From an optimization exercise on the open Yosys and OpenROAD flow, aimed at small area, a short achievable clock period and few clock cycles per item; shortcuts taken in it are not production practice. Function was checked by simulation only, so behaviour that the tests miss may differ from the original. No driver is modelled on the clock port, so clocking that relies on it looks cheaper here than on a real chip.

==> flow/design.v (excerpt) <==
module skinny_top (
    input               clock,
    input               reset,
    input               start,
    input [7:0]         input_plaintext,
    input [23:0]        input_tweakey,
    output              ready,
    output              done,
    output [127:0]      ciphertext
);
    reg [127:0] st;      
    reg [383:0] tk;      
    reg         loading;
    reg [3:0]   lcnt;
    reg         busy;
    reg [5:0]   rc;
    reg         done_r;
    reg         ready_r;
    reg         idle_n;      
    wire last = (rc == 6'h0A);    
    assign ready      = ready_r;
    assign done       = done_r;
    assign ciphertext = st;
    reg loading_n, busy_n;
    always @(*) begin
        loading_n = loading;
        busy_n    = busy;
        if (loading) begin
            if (lcnt == 4'd15) begin
                loading_n = 1'b0;
                busy_n    = 1'b1;
            end
        end else if (busy) begin
            if (last)
                busy_n = 1'b0;
        end else if (start) begin
            loading_n = 1'b1;
        end
    end
    always @(posedge clock or posedge reset) begin
        if (reset) begin
            loading <= 1'b0;
            lcnt    <= 4'd0;
            busy    <= 1'b0;
            rc      <= 6'd0;
            done_r  <= 1'b0;
            ready_r <= 1'b0;
            idle_n  <= 1'b1;
        end else begin
            done_r  <= busy & last;
            loading <= loading_n;
            busy    <= busy_n;
            idle_n  <= ~busy_n;
  ...
For scale: roughly 1900 cells after synthesis, roughly 530 flip-flops, ~170 I/O pins, roughly 0.021 mm² of cells after synthesis.
clock: 10.0 ns
lec_check: 0
cap_margin: 20
core_margin: 2
core_utilization: 40
slew_margin: 20
standard.sh (not shown) runs the stock make flow with config.mk's settings and CLKGATE_MAP_FILE= SYNTH_SCRIPT=/design/flow/synth_recipe.tcl, a recipe that flattens the netlist after the stock synthesis.
==> flow/flow/run.sh <==
#!/bin/bash
# Standard ORFS layout (the standard.sh), with the resizer asked to aim for
# a setup slack margin of 7 ns, so it works the critical paths harder.
set -euo pipefail
bash standard.sh SETUP_SLACK_MARGIN=7 finish > standard_flow.log 2>&1
Testbench counts at the start, summed over its fixed seeds: cycles 27,656, items 384.
Then changed:
--- a/flow/config.mk
+++ b/flow/config.mk
@@ -9,3 +9,5 @@
 export CORE_MARGIN = 2
-export CORE_UTILIZATION = 40
+export CORE_UTILIZATION = 55
+export CTS_CLUSTER_DIAMETER = 120
+export CTS_CLUSTER_SIZE = 24
 export SLEW_MARGIN = 20
Synthesized cell count stays the same.
Routed wire length came out lower by a few percent.

== job 101 ==
The RTL this note starts from:
==> flow/design.v <==
module skinny_top (
    input               clock,
    input               reset,
    input               start,
    input [7:0]         input_plaintext,
    input [23:0]        input_tweakey,
    output              ready,
    output              done,
    output [127:0]      ciphertext
);
    reg [127:0] st;      
    reg [383:0] tk;      
    reg         loading;
    reg [3:0]   lcnt;
    reg         busy;
    reg [5:0]   rc;
    reg         done_r;
    reg         ready_r;
    reg         idle_n;      
    wire last = (rc == 6'h0A);    
    assign ready      = ready_r;
    assign done       = done_r;
    assign ciphertext = st;
    reg loading_n, busy_n;
    always @(*) begin
        loading_n = loading;
        busy_n    = busy;
        if (loading) begin
            if (lcnt == 4'd15) begin
                loading_n = 1'b0;
                busy_n    = 1'b1;
            end
        end else if (busy) begin
            if (last)
                busy_n = 1'b0;
        end else if (start) begin
            loading_n = 1'b1;
        end
    end
    always @(posedge clock or posedge reset) begin
        if (reset) begin
            loading <= 1'b0;
            lcnt    <= 4'd0;
            busy    <= 1'b0;
            rc      <= 6'd0;
            done_r  <= 1'b0;
            ready_r <= 1'b0;
            idle_n  <= 1'b1;
        end else begin
            done_r  <= busy & last;
            loading <= loading_n;
            busy    <= busy_n;
            idle_n  <= ~busy_n;
            ready_r <= ~loading_n & ~busy_n;
            lcnt    <= loading ? lcnt + 4'd1 : 4'd1;
            rc      <= busy ? {rc[4:0], rc[5] ^ rc[4] ^ 1'b1} : 6'h01;
        end
    end
    wire [127:0] st_rnd = round(st, tk, rc);
    wire [383:0] tk_rnd = {tk_sched1(tk[383:256]), tk_sched2(tk[255:128]), tk_sched3(tk[127:0])};
    always @(posedge clock) begin
        st <= ({128{busy}} & st_rnd) | ({128{idle_n}} & {st[119:0], input_plaintext});
        tk <= ({384{busy}} & tk_rnd) | ({384{idle_n}} & {tk[359:0], input_tweakey});
    end
    function [7:0] sbox;
        input [7:0] a;
        reg x0, x1, x2, x3, x4, x5, x6, x7;
        begin
            {x7, x6, x5, x4, x3, x2, x1, x0} = a;
            x0 = x0 ^ ~(x2 | x3);
            x4 = x4 ^ ~(x6 | x7);
            x5 = x5 ^ ~(x0 | x4);
            x6 = x6 ^ ~(x1 | x2);
            x7 = x7 ^ ~(x5 | x6);
            x1 = x1 ^ ~(x3 | x0);
            x2 = x2 ^ ~(x7 | x1);
            x3 = x3 ^ ~(x4 | x5);
            sbox = {x5, x4, x0, x3, x1, x6, x7, x2};
        end
    endfunction
    function [127:0] round;
        input [127:0] s;
        input [383:0] k;
        input [5:0]   c;
        reg [7:0] e [0:15];    
        reg [7:0] l [0:15];    
        reg [7:0] ne [0:15];
        reg [7:0] nl [0:15];
        reg x0, x1, x2, x3, x4, x5, x6, x7, y0, y1, y2;
        integer i;
        begin
            for (i = 0; i < 16; i = i + 1) begin
                {x7, x6, x5, x4, x3, x2, x1, x0} = s[127 - 8*i -: 8];
                x0 = x0 ^ ~(x2 | x3);
                x4 = x4 ^ ~(x6 | x7);
                x5 = x5 ^ ~(x0 | x4);
                x6 = x6 ^ ~(x1 | x2);
                y0 = ~(x5 | x6);           
                x1 = x1 ^ ~(x3 | x0);
                y1 = ~((x7 ^ y0) | x1);    
                y2 = ~(x4 | x5);           
                e[i] = {x5, x4, x0, x3, x1, x6, x7, x2};
                l[i] = {3'b0, y2, 2'b0, y0, y1};
            end
            e[0] = e[0] ^ {4'h0, c[3:0]};
            e[4] = e[4] ^ {6'h00, c[5:4]};
            e[8] = e[8] ^ 8'h02;
            for (i = 0; i < 8; i = i + 1)
                e[i] = e[i] ^ k[383 - 8*i -: 8] ^ k[255 - 8*i -: 8] ^ k[127 - 8*i -: 8];
            for (i = 0; i < 4; i = i + 1) begin
                ne[i]      = e[i];                   nl[i]      = l[i];
                ne[4 + i]  = e[4  + ((i + 3) % 4)];  nl[4 + i]  = l[4  + ((i + 3) % 4)];
                ne[8 + i]  = e[8  + ((i + 2) % 4)];  nl[8 + i]  = l[8  + ((i + 2) % 4)];
                ne[12 + i] = e[12 + ((i + 1) % 4)];  nl[12 + i] = l[12 + ((i + 1) % 4)];
            end
            for (i = 0; i < 4; i = i + 1) begin
                round[127 - 8*i -: 8]      = (nl[i] ^ nl[8+i]) ^ (nl[12+i] ^ (ne[i] ^ ne[8+i] ^ ne[12+i]));
                round[127 - 8*(4+i) -: 8]  = nl[i] ^ ne[i];
                round[127 - 8*(8+i) -: 8]  = (nl[4+i] ^ nl[8+i]) ^ (ne[4+i] ^ ne[8+i]);
                round[127 - 8*(12+i) -: 8] = (nl[i] ^ nl[8+i]) ^ (ne[i] ^ ne[8+i]);
            end
        end
    endfunction
    function [127:0] tk_perm;
        input [127:0] t;
        begin
            tk_perm = {t[55:48], t[7:0], t[63:56], t[23:16],
                       t[47:40], t[15:8], t[31:24], t[39:32],
                       t[127:64]};
        end
    endfunction
    function [127:0] tk_sched1;
        input [127:0] t;
        begin
            tk_sched1 = tk_perm(t);
        end
    endfunction
    function [127:0] tk_sched2;
        input [127:0] t;
        reg [127:0] p;
        integer i;
        begin
            p = tk_perm(t);
            for (i = 0; i < 8; i = i + 1)
                p[127 - 8*i -: 8] = {p[126 - 8*i -: 7], p[127 - 8*i] ^ p[125 - 8*i]};
            tk_sched2 = p;
        end
    endfunction
    function [127:0] tk_sched3;
        input [127:0] t;
        reg [127:0] p;
        integer i;
        begin
            p = tk_perm(t);
            for (i = 0; i < 8; i = i + 1)
                p[127 - 8*i -: 8] = {p[120 - 8*i] ^ p[126 - 8*i], p[127 - 8*i -: 7]};
            tk_sched3 = p;
        end
    endfunction
endmodule
export LEC_CHECK = 0
export CAP_MARGIN = 20
export CORE_MARGIN = 2
export CORE_UTILIZATION = 55
export CTS_CLUSTER_DIAMETER = 120
export CTS_CLUSTER_SIZE = 24
export SLEW_MARGIN = 20
create_clock -name core_clock -period 10.0 [get_ports {clock}]
==> flow/flow/run.sh <==
#!/bin/bash
# Standard ORFS layout (the standard.sh), with the resizer asked to aim for
# a setup slack margin of 6.9 ns, so it works the critical paths harder.
set -euo pipefail
bash standard.sh SETUP_SLACK_MARGIN=6.9 'BUFFER_PORTS_ARGS=-buffer_cell sky130_fd_sc_hd__buf_2' finish > standard_flow.log 2>&1
Testbench counts of job 101, summed over its fixed seeds: cycles 27,656, items 384.
diff inputs: job 101 => job 102
Settings: changing CORE_UTILIZATION from 55 to 60.
==> flow/flow/run.sh <==
#!/bin/bash
# Standard ORFS layout (the standard.sh), with the resizer asked to aim for
# a setup slack margin of 6.95 ns, so it works the critical paths harder.
set -euo pipefail
bash standard.sh SETUP_SLACK_MARGIN=6.95 POST_CTS_TCL=$PWD/flow/rm_root.tcl 'BUFFER_PORTS_ARGS=-buffer_cell sky130_fd_sc_hd__buf_2' finish > standard_flow.log 2>&1
==> flow/flow/rm_root.tcl (new file) <==
# After CTS: take out the root clock buffer, so the clock port drives the
# first level of the clock tree (2 buffers) directly. Every register's clock
# passes the same number of buffers as before.
set block [ord::get_db_block]
set root [$block findInst clkbuf_0_clock]
if { $root != "NULL" } {
  set in_net [[$root findITerm A] getNet]
  set out_net [[$root findITerm X] getNet]
  set loads {}
  foreach it [$out_net getITerms] {
    if { [$it getInst] != $root } { lappend loads $it }
  }
  if { [llength $loads] <= 4 } {
    foreach it $loads {
      $it disconnect
      $it connect $in_net
    }
    odb::dbInst_destroy $root
    odb::dbNet_destroy $out_net
    puts "rm_root: clock port now drives [llength $loads] clock buffers directly"
  } else {
    puts "rm_root: root buffer drives [llength $loads] cells, left in place"
  }
}
Results
For filler cell count in the final layout, dividing the value from job 102 by the value from job 101 gives 0.823. Looking at critical path launch point, the done_r result is from job 102; the st[56] one comes from job 101. Going from job 101 to job 102, the die area was shrunk. Going from job 101 to job 102, the count of clock-buffer cells in the layout was found to have gone down by 7.1%. Per the comparison of job 102 with job 101, portion of the layout cell area used by clock cells stayed essentially flat; post-route cell area rose by 0.79%; initial antenna violation count rose by 1; number of search-and-repair iterations in the first detailed-routing pass rose by 1; met1 usage in global routing rose by 1.7 points. Compared with job 101, in job 102 wire length after detailed routing -1.1%; global-route wire length before repair held.

## afterwards: timing with drivers on the ports
The results above use ideal ports. As a check the final layouts listed here were re-extracted and re-timed, cells and wires unchanged. Step 1 assumes that a clkbuf_16 drives the clock port and a buf_2 every other input. Step 2 moves the port delays by t, midway between the first and last clock arrival at a register: inputs arrive t later, outputs are due t later. That takes back most of the time a late clock gives input paths. Three values: ideal ports, drivers, drivers and shift; two values: the first two.
run	t (ns)	slack for setup (ns)	hold WS [ns]	worst setup path at the end	cell pins on the clock port's net
the first run of note 1	0.665	6.857 / 6.801 / 7.060	0.456 / 0.456 / 0.456	register to register	1
the second run of note 1	0.621	6.906 / 6.856 / 6.906	0.470 / 0.470 / 0.470	register to register	1
job 101	0.637	6.881 / 6.825 / 6.941	0.471 / 0.471 / 0.471	register to register	1
job 102	0.516	7.017 / 6.949 / 7.029	0.466 / 0.466 / 0.466	register to register	2
After both steps setup and hold are still met in every run listed.
